Background: an optimization exercise with open tools, aiming at small area. Do not read the settings as production practice. Where RTL was checked, it was by simulation tests only, not by an equivalence proof against the original. No activity file was given, so power comes from the tool's default toggle rates.

==> wip/willow <==
==> flow/design.v (excerpt) <==
module dot_product_TOP (in_vector_1, in_vector_2, clk, out_scalar);
  input [56:0] in_vector_1;
  input [56:0] in_vector_2;
  input clk;
  output [18:0] out_scalar;
  wire [39:0] part;
  wire [18:0] sum;
  reg [39:0] stage1_part;
  reg [18:0] stage2_out;
  dot_product_stage_1 STAGE1 (.stage1_in_1(in_vector_1), .stage1_in_2(in_vector_2), .stage1_out(part));
  always @(posedge clk)
    stage1_part <= part;
  dot_product_stage_2 STAGE2 (.stage2_in(stage1_part), .stage2_out(sum));
  always @(posedge clk)
    stage2_out <= sum;
  assign out_scalar = stage2_out;
endmodule
==> module dot_product_stage_2, before the edit <==
module dot_product_stage_2 (stage2_in, stage2_out);
  input [39:0] stage2_in;
  output [18:0] stage2_out;
  wire [17:0] s  = stage2_in[17:0];
  wire [18:1] cy = stage2_in[35:18];
  wire ey = stage2_in[36];
  wire ez = stage2_in[37];
  wire sx = stage2_in[38];
  wire zero_sign = stage2_in[39];
  wire [19:0] u;
  wire s1;
  wire c2;
  vd_fa u2 (.a(s[0]), .b(ey), .ci(ez), .s(s1), .co(c2));
  wire s3;
  wire c4;
  vd_fa u4 (.a(cy[1]), .b(s[1]), .ci(c2), .s(s3), .co(c4));
  wire s5;
  wire c6;
  vd_fa u6 (.a(cy[2]), .b(s[2]), .ci(c4), .s(s5), .co(c6));
  wire s7;
  wire c8;
  vd_fa u8 (.a(cy[3]), .b(s[3]), .ci(c6), .s(s7), .co(c8));
  wire s9;
  wire c10;
  vd_fa u10 (.a(cy[4]), .b(s[4]), .ci(c8), .s(s9), .co(c10));
  wire s11;
  wire c12;
  vd_fa u12 (.a(cy[5]), .b(s[5]), .ci(c10), .s(s11), .co(c12));
  wire s13;
  wire c14;
  vd_fa u14 (.a(cy[6]), .b(s[6]), .ci(c12), .s(s13), .co(c14));
  wire s15;
  wire c16;
  vd_fa u16 (.a(cy[7]), .b(s[7]), .ci(c14), .s(s15), .co(c16));
  wire s17;
  wire c18;
  vd_fa u18 (.a(cy[8]), .b(s[8]), .ci(c16), .s(s17), .co(c18));
  wire s19;
  wire c20;
  vd_fa u20 (.a(cy[9]), .b(s[9]), .ci(c18), .s(s19), .co(c20));
  wire s21;
  wire c22;
  vd_fa u22 (.a(cy[10]), .b(s[10]), .ci(c20), .s(s21), .co(c22));
  wire s23;
  wire c24;
  vd_fa u24 (.a(cy[11]), .b(s[11]), .ci(c22), .s(s23), .co(c24));
  wire s25;
  wire c26;
  vd_fa u26 (.a(cy[12]), .b(s[12]), .ci(c24), .s(s25), .co(c26));
  wire s27;
  wire c28;
  vd_fa u28 (.a(cy[13]), .b(s[13]), .ci(c26), .s(s27), .co(c28));
  wire s29;
  wire c30;
  vd_fa u30 (.a(cy[14]), .b(s[14]), .ci(c28), .s(s29), .co(c30));
  wire s31;
  wire c32;
  vd_fa u32 (.a(cy[15]), .b(s[15]), .ci(c30), .s(s31), .co(c32));
  wire s33;
  wire c34;
  vd_fa u34 (.a(cy[16]), .b(s[16]), .ci(c32), .s(s33), .co(c34));
  wire s35;
  wire c36;
  vd_fa u36 (.a(cy[17]), .b(s[17]), .ci(c34), .s(s35), .co(c36));
  wire c37;
  assign c37 = cy[18] & c36;
  wire s38;
  assign s38 = cy[18] ^ c36;
  assign u[0] = s1;
  assign u[1] = s3;
  assign u[2] = s5;
  assign u[3] = s7;
  assign u[4] = s9;
  assign u[5] = s11;
  assign u[6] = s13;
  assign u[7] = s15;
  assign u[8] = s17;
  assign u[9] = s19;
  assign u[10] = s21;
  assign u[11] = s23;
  assign u[12] = s25;
  assign u[13] = s27;
  assign u[14] = s29;
  assign u[15] = s31;
  assign u[16] = s33;
  assign u[17] = s35;
  assign u[18] = s38;
  assign u[19] = c37;
  wire [17:0] lo = u[17:0];
  wire lo_zero = ~(|lo);
  wire [2:0] hi = {1'b0, u[19:18]} - {2'b00, ey} - {2'b00, ez};
  wire hi_pos  = ~hi[2] & (hi[1:0] != 2'b00);       
  wire hi_zero = (hi == 3'b000);
  wire hi_m1   = (hi == 3'b111);                    
  wire ovf  = hi_pos | (hi[2] & ~hi_m1) | (hi_m1 & lo_zero);
  wire [17:0] below;                                 
  assign below[0] = 1'b0;
  genvar k;
  generate for (k = 1; k < 18; k = k + 1) begin : g_or
    assign below[k] = below[k-1] | lo[k-1];
  end endgenerate
  wire [17:0] mag = (lo ^ ({18{hi_m1}} & below)) | {18{ovf}};
  wire sgn = (hi_zero & lo_zero) ? zero_sign : (sx ^ hi[2]);
  assign stage2_out = {sgn, mag};
endmodule
clock: 10.0 ns
lec_check: 0
cap_margin: 0
core_margin: 2
core_utilization: 70
gpl_timing_driven: 0
slew_margin: 0
synth_hierarchical: 1
synth_minimum_keep_size: 0
standard.sh (not shown) runs the stock make flow with config.mk's settings and CLKGATE_MAP_FILE= SYNTH_SCRIPT=/design/flow/synth_recipe.tcl, a recipe that flattens the netlist after the stock synthesis.
==> flow/flow/run.sh <==
#!/bin/bash
# The standard layout with: buf_1 port buffers, synthesis buffers removed at
# floorplan (placement is not timing driven), and a clock tree of clkbuf_4
# without dummy loads.
set -euo pipefail
export BUFFER_PORTS_ARGS="-buffer_cell sky130_fd_sc_hd__buf_1"
export REMOVE_ABC_BUFFERS=1
export CTS_ARGS="-sink_clustering_enable -repair_clock_nets -dont_use_dummy_load -buf_list sky130_fd_sc_hd__clkbuf_4"
bash standard.sh > standard.log 2>&1
==> wip/umber (differences from wip/willow) <==
--- a/flow/design.v
+++ b/flow/design.v
@@ -1125,118 +1125,114 @@
   vd_fa u519 (.a(c472), .b(s473), .ci(c517), .s(s518), .co(c519));
   wire s520;
   wire c521;
   vd_fa u521 (.a(c474), .b(s475), .ci(c519), .s(s520), .co(c521));
   wire s522;
   wire c523;
   vd_fa u523 (.a(c476), .b(s477), .ci(c521), .s(s522), .co(c523));
-  wire g524;
-  wire t525;
-  vd_gtn u525 (.an(c478), .bn(s479), .g(g524), .t(t525));
-  wire s526;
-  assign s526 = (t525 & ~g524) ^ ~c523;
-  wire c527;
-  assign c527 = g524 | (t525 & ~c523);
-  wire g528;
-  wire t529;
-  vd_gtn u529 (.an(c480), .bn(s481), .g(g528), .t(t529));
-  wire s530;
-  assign s530 = (t529 & ~g528) ^ c527;
-  wire c531;
-  assign c531 = g528 | (t529 & c527);
-  wire g532;
-  wire t533;
-  vd_gtn u533 (.an(c482), .bn(s483), .g(g532), .t(t533));
-  wire s534;
-  assign s534 = (t533 & ~g532) ^ c531;
-  wire c535;
-  assign c535 = g532 | (t533 & c531);
-  wire g536;
-  wire t537;
-  vd_gtn u537 (.an(c484), .bn(s485), .g(g536), .t(t537));
-  wire s538;
-  assign s538 = (t537 & ~g536) ^ c535;
-  wire c539;
-  assign c539 = g536 | (t537 & c535);
-  wire g540;
-  wire t541;
-  vd_gtn u541 (.an(c486), .bn(s487), .g(g540), .t(t541));
-  wire s542;
-  assign s542 = (t541 & ~g540) ^ c539;
-  wire c543;
-  assign c543 = g540 | (t541 & c539);
-  wire g544;
-  wire t545;
-  vd_gtn u545 (.an(c488), .bn(s489), .g(g544), .t(t545));
-  wire s546;
-  assign s546 = (t545 & ~g544) ^ c543;
-  wire c547;
-  assign c547 = g544 | (t545 & c543);
-  wire g548;
-  wire t549;
-  vd_gtn u549 (.an(c490), .bn(s491), .g(g548), .t(t549));
-  wire s550;
-  assign s550 = (t549 & ~g548) ^ c547;
-  wire c551;
-  assign c551 = g548 | (t549 & c547);
-  wire g552;
-  wire t553;
-  vd_gtn u553 (.an(c492), .bn(s493), .g(g552), .t(t553));
-  wire s554;
-  assign s554 = (t553 & ~g552) ^ c551;
-  wire c555;
-  assign c555 = g552 | (t553 & c551);
-  wire g556;
-  wire t557;
-  vd_gtn u557 (.an(c494), .bn(s495), .g(g556), .t(t557));
-  wire s558;
-  assign s558 = (t557 & ~g556) ^ c555;
-  wire c559;
-  assign c559 = g556 | (t557 & c555);
-  wire g560;
-  wire t561;
-  vd_gtn u561 (.an(s497), .bn(c496), .g(g560), .t(t561));
-  wire s562;
-  assign s562 = (t561 & ~g560) ^ c559;
-  wire c563;
-  assign c563 = g560 | (t561 & c559);
-  wire g564;
-  wire t565;
-  vd_gtn u565 (.an(s499), .bn(c498), .g(g564), .t(t565));
-  wire s566;
-  assign s566 = (t565 & ~g564) ^ c563;
-  wire c567;
-  assign c567 = g564 | (t565 & c563);
-  wire g568;
-  wire t569;
-  vd_gtn u569 (.an(c500), .bn(s501), .g(g568), .t(t569));
-  wire s570;
-  assign s570 = (t569 & ~g568) ^ c567;
-  wire c571;
-  assign c571 = g568 | (t569 & c567);
+  wire s524;
+  wire c525;
+  vd_fa u525 (.a(c478), .b(s479), .ci(c523), .s(s524), .co(c525));
+  wire g526;
+  wire t527;
+  vd_gtn u527 (.an(c480), .bn(s481), .g(g526), .t(t527));
+  wire s528;
+  assign s528 = (t527 & ~g526) ^ ~c525;
+  wire c529;
+  assign c529 = g526 | (t527 & ~c525);
+  wire g530;
+  wire t531;
+  vd_gtn u531 (.an(c482), .bn(s483), .g(g530), .t(t531));
+  wire s532;
+  assign s532 = (t531 & ~g530) ^ c529;
+  wire c533;
+  assign c533 = g530 | (t531 & c529);
+  wire g534;
+  wire t535;
+  vd_gtn u535 (.an(c484), .bn(s485), .g(g534), .t(t535));
+  wire s536;
+  assign s536 = (t535 & ~g534) ^ c533;
+  wire c537;
+  assign c537 = g534 | (t535 & c533);
+  wire g538;
+  wire t539;
+  vd_gtn u539 (.an(c486), .bn(s487), .g(g538), .t(t539));
+  wire s540;
+  assign s540 = (t539 & ~g538) ^ c537;
+  wire c541;
+  assign c541 = g538 | (t539 & c537);
+  wire g542;
+  wire t543;
+  vd_gtn u543 (.an(c488), .bn(s489), .g(g542), .t(t543));
+  wire s544;
+  assign s544 = (t543 & ~g542) ^ c541;
+  wire c545;
+  assign c545 = g542 | (t543 & c541);
+  wire g546;
+  wire t547;
+  vd_gtn u547 (.an(c490), .bn(s491), .g(g546), .t(t547));
+  wire s548;
+  assign s548 = (t547 & ~g546) ^ c545;
+  wire c549;
+  assign c549 = g546 | (t547 & c545);
+  wire g550;
+  wire t551;
+  vd_gtn u551 (.an(c492), .bn(s493), .g(g550), .t(t551));
+  wire s552;
+  assign s552 = (t551 & ~g550) ^ c549;
+  wire c553;
+  assign c553 = g550 | (t551 & c549);
+  wire g554;
+  wire t555;
+  vd_gtn u555 (.an(c494), .bn(s495), .g(g554), .t(t555));
+  wire s556;
+  assign s556 = (t555 & ~g554) ^ c553;
+  wire c557;
+  assign c557 = g554 | (t555 & c553);
+  wire g558;
+  wire t559;
+  vd_gtn u559 (.an(s497), .bn(c496), .g(g558), .t(t559));
+  wire s560;
+  assign s560 = (t559 & ~g558) ^ c557;
+  wire c561;
+  assign c561 = g558 | (t559 & c557);
+  wire g562;
+  wire t563;
+  vd_gtn u563 (.an(s499), .bn(c498), .g(g562), .t(t563));
+  wire s564;
+  assign s564 = (t563 & ~g562) ^ c561;
+  wire c565;
+  assign c565 = g562 | (t563 & c561);
+  wire g566;
+  wire t567;
+  vd_gtn u567 (.an(c500), .bn(s501), .g(g566), .t(t567));
+  wire s568;
+  assign s568 = (t567 & ~g566) ^ c565;
+  wire c569;
+  assign c569 = g566 | (t567 & c565);
   wire hi = (a[11] & (|b[17:17])) | (a[12] & (|b[17:16])) | (a[13] & (|b[17:15])) | (a[14] & (|b[17:14])) | (a[15] & (|b[17:13])) | (a[16] & (|b[17:12])) | (a[17] & (|b[17:11]));
-  wire sat = hi | ~c302 | ~c304 | ~c306 | ~c398 | ~c400 | ~c450 | ~c502 | c571;
+  wire sat = hi | ~c302 | ~c304 | ~c306 | ~c398 | ~c400 | ~c450 | ~c502 | c569;
   assign t[0] = ~s512 | sat;
   assign t[1] = ~s514 | sat;
   assign t[2] = ~s516 | sat;
   assign t[3] = ~s518 | sat;
   assign t[4] = ~s520 | sat;
   assign t[5] = ~s522 | sat;
-  assign t[6] = s526 | sat;
-  assign t[7] = s530 | sat;
-  assign t[8] = s534 | sat;
-  assign t[9] = s538 | sat;
-  assign t[10] = s542 | sat;
-  assign t[11] = s546 | sat;
-  assign t[12] = s550 | sat;
-  assign t[13] = s554 | sat;
-  assign t[14] = s558 | sat;
-  assign t[15] = s562 | sat;
-  assign t[16] = s566 | sat;
-  assign t[17] = s570 | sat;
+  assign t[6] = ~s524 | sat;
+  assign t[7] = s528 | sat;
+  assign t[8] = s532 | sat;
+  assign t[9] = s536 | sat;
+  assign t[10] = s540 | sat;
+  assign t[11] = s544 | sat;
+  assign t[12] = s548 | sat;
+  assign t[13] = s552 | sat;
+  assign t[14] = s556 | sat;
+  assign t[15] = s560 | sat;
+  assign t[16] = s564 | sat;
+  assign t[17] = s568 | sat;
 endmodule
 module vd_fa (a, b, ci, s, co);
   input a, b, ci;
   output s, co;
   assign s = a ^ b ^ ci;
   assign co = (a & b) | (ci & (a ^ b));
 endmodule
==> wip/violet (differences from wip/willow) <==
CORE_UTILIZATION = 55   (was 70)
==> wip/garnet (differences from wip/willow) <==
--- a/flow/design.v
+++ b/flow/design.v
@@ -1309,56 +1309,80 @@
   vd_fa u20 (.a(cy[9]), .b(s[9]), .ci(c18), .s(s19), .co(c20));
   wire s21;
   wire c22;
   vd_fa u22 (.a(cy[10]), .b(s[10]), .ci(c20), .s(s21), .co(c22));
   wire s23;
   wire c24;
   vd_fa u24 (.a(cy[11]), .b(s[11]), .ci(c22), .s(s23), .co(c24));
-  wire s25;
-  wire c26;
-  vd_fa u26 (.a(cy[12]), .b(s[12]), .ci(c24), .s(s25), .co(c26));
+  wire g25;
+  wire t26;
+  vd_gt u26 (.a(cy[12]), .b(s[12]), .g(g25), .t(t26));
   wire s27;
+  assign s27 = (t26 & ~g25) ^ c24;
   wire c28;
-  vd_fa u28 (.a(cy[13]), .b(s[13]), .ci(c26), .s(s27), .co(c28));
-  wire s29;
-  wire c30;
-  vd_fa u30 (.a(cy[14]), .b(s[14]), .ci(c28), .s(s29), .co(c30));
+  assign c28 = g25 | (t26 & c24);
+  wire g29;
+  wire t30;
+  vd_gt u30 (.a(cy[13]), .b(s[13]), .g(g29), .t(t30));
   wire s31;
+  assign s31 = (t30 & ~g29) ^ c28;
   wire c32;
-  vd_fa u32 (.a(cy[15]), .b(s[15]), .ci(c30), .s(s31), .co(c32));
-  wire s33;
-  wire c34;
-  vd_fa u34 (.a(cy[16]), .b(s[16]), .ci(c32), .s(s33), .co(c34));
+  assign c32 = g29 | (t30 & c28);
+  wire g33;
+  wire t34;
+  vd_gt u34 (.a(cy[14]), .b(s[14]), .g(g33), .t(t34));
   wire s35;
+  assign s35 = (t34 & ~g33) ^ c32;
   wire c36;
-  vd_fa u36 (.a(cy[17]), .b(s[17]), .ci(c34), .s(s35), .co(c36));
-  wire c37;
-  assign c37 = cy[18] & c36;
-  wire s38;
-  assign s38 = cy[18] ^ c36;
+  assign c36 = g33 | (t34 & c32);
+  wire g37;
+  wire t38;
+  vd_gt u38 (.a(cy[15]), .b(s[15]), .g(g37), .t(t38));
+  wire s39;
+  assign s39 = (t38 & ~g37) ^ c36;
+  wire c40;
+  assign c40 = g37 | (t38 & c36);
+  wire g41;
+  wire t42;
+  vd_gt u42 (.a(cy[16]), .b(s[16]), .g(g41), .t(t42));
+  wire s43;
+  assign s43 = (t42 & ~g41) ^ c40;
+  wire c44;
+  assign c44 = g41 | (t42 & c40);
+  wire g45;
+  wire t46;
+  vd_gt u46 (.a(cy[17]), .b(s[17]), .g(g45), .t(t46));
+  wire s47;
+  assign s47 = (t46 & ~g45) ^ c44;
+  wire c48;
+  assign c48 = g45 | (t46 & c44);
+  wire s49;
+  wire c50;
+  assign s49 = cy[18] ^ c48;
+  assign c50 = cy[18] & c48;
   assign u[0] = s1;
   assign u[1] = s3;
   assign u[2] = s5;
   assign u[3] = s7;
   assign u[4] = s9;
   assign u[5] = s11;
   assign u[6] = s13;
   assign u[7] = s15;
   assign u[8] = s17;
   assign u[9] = s19;
   assign u[10] = s21;
   assign u[11] = s23;
-  assign u[12] = s25;
-  assign u[13] = s27;
-  assign u[14] = s29;
-  assign u[15] = s31;
-  assign u[16] = s33;
-  assign u[17] = s35;
-  assign u[18] = s38;
-  assign u[19] = c37;
+  assign u[12] = s27;
+  assign u[13] = s31;
+  assign u[14] = s35;
+  assign u[15] = s39;
+  assign u[16] = s43;
+  assign u[17] = s47;
+  assign u[18] = s49;
+  assign u[19] = c50;
   wire [17:0] lo = u[17:0];
   wire lo_zero = ~(|lo);
   wire [2:0] hi = {1'b0, u[19:18]} - {2'b00, ey} - {2'b00, ez};
   wire hi_pos  = ~hi[2] & (hi[1:0] != 2'b00);       
   wire hi_zero = (hi == 3'b000);
   wire hi_m1   = (hi == 3'b111);                    
   wire ovf  = hi_pos | (hi[2] & ~hi_m1) | (hi_m1 & lo_zero);
==> flow/flow/run.sh (replaced) <==
#!/bin/bash
# The standard layout, with buf_2 port buffers, synthesis buffers removed at
# floorplan and placement that is not timing driven.
set -euo pipefail
export BUFFER_PORTS_ARGS="-buffer_cell sky130_fd_sc_hd__buf_2"
export REMOVE_ABC_BUFFERS=1
bash standard.sh > standard.log 2>&1
==> summary.md <==
| Metric | Value |
|---|---|
| Status | timing/DRC/antenna clean |
| Met2 Use GR | 61.0% |
| DRT iter0 DRCs | 1625 |
| P_clk | 0.306 mW |
| Post-DP HPWL | 47800 µm |
| Util after Layout | 73.4% |
| Met3 WL | 6680 µm |
| Switch share | 52.1% |
That was wip/garnet.
==> summary.md <==
| Metric | Value |
|---|---|
| Dpl cell area | 24700 µm² |
| Met2 Use GR | 61.6% |
| Util after Layout | 72.2% |
| Internal Power | 3.67 mW |
| DRT iter0 DRCs | 1350 |
| Status | timing/DRC/antenna clean |
| Switch share | 52.7% |
| Post-DP HPWL | 46500 µm |
That was wip/willow.
==> summary.md <==
| Metric | Value |
|---|---|
| Met2 Use GR | 61.6% |
| Status | timing/DRC/antenna clean |
| Switch share | 52.3% |
| Util after Layout | 72.4% |
| P_clk | 0.112 mW |
| DRT iter0 DRCs | 1256 |
| HP Start | stage1_part[39] |
| Post-DP HPWL | 47000 µm |
That was wip/umber.
==> summary.md <==
| Metric | Value |
|---|---|
| Status | timing/DRC/antenna clean |
| Switch share | 52.7% |
| Post-DP HPWL | 48700 µm |
| DRT iter0 DRCs | 1279 |
That was wip/violet.
Function not checked in wip/umber and wip/garnet: the RTL went through the layout flow alone.

-- what the ideal ports hide --
How much do the figures lean on ideal ports? The routed layouts below were timed once more, with nothing changed but the port constraints.
Step 1 (the two cells are an assumption about what drives the block):
set clk [get_ports {clk}]
set_driving_cell -lib_cell sky130_fd_sc_hd__clkbuf_16 $clk
set_driving_cell -lib_cell sky130_fd_sc_hd__buf_2 [delete_from_list [all_inputs] $clk]
Step 2 moves the port delays by t, midway between the first and last clock arrival at a register: inputs arrive t later, outputs are due t later. That takes back most of the time a late clock gives input paths.
Slacks: no drivers / after step 1 / after step 2; pairs: no drivers / after step 1.
run | shift t [ns] | slack for setup (ns) | worst setup path after step 2 | slew at the worst register clock pin (ns) | worst data-port slew with drivers (ns)
wip/willow | 0.417 | 0.291 / 0.291 / -0.084 | input to register | 0.09 / 0.09 | 0.04
wip/umber | 0.412 | 0.315 / 0.292 / -0.120 | input to register | 0.09 / 0.09 | 0.05
wip/violet | 0.412 | 0.337 / 0.337 / -0.034 | input to register | 0.10 / 0.10 | 0.04
wip/garnet | 0.361 | 0.391 / 0.405 / 0.043 | input to register | 0.05 / 0.05 | 0.04
Met with ideal ports but missed after step 2: setup timing in wip/willow, wip/umber and wip/violet. The setup slack of wip/umber, which loses most, moves by -0.023 ns with the drivers and by -0.435 ns with both steps.
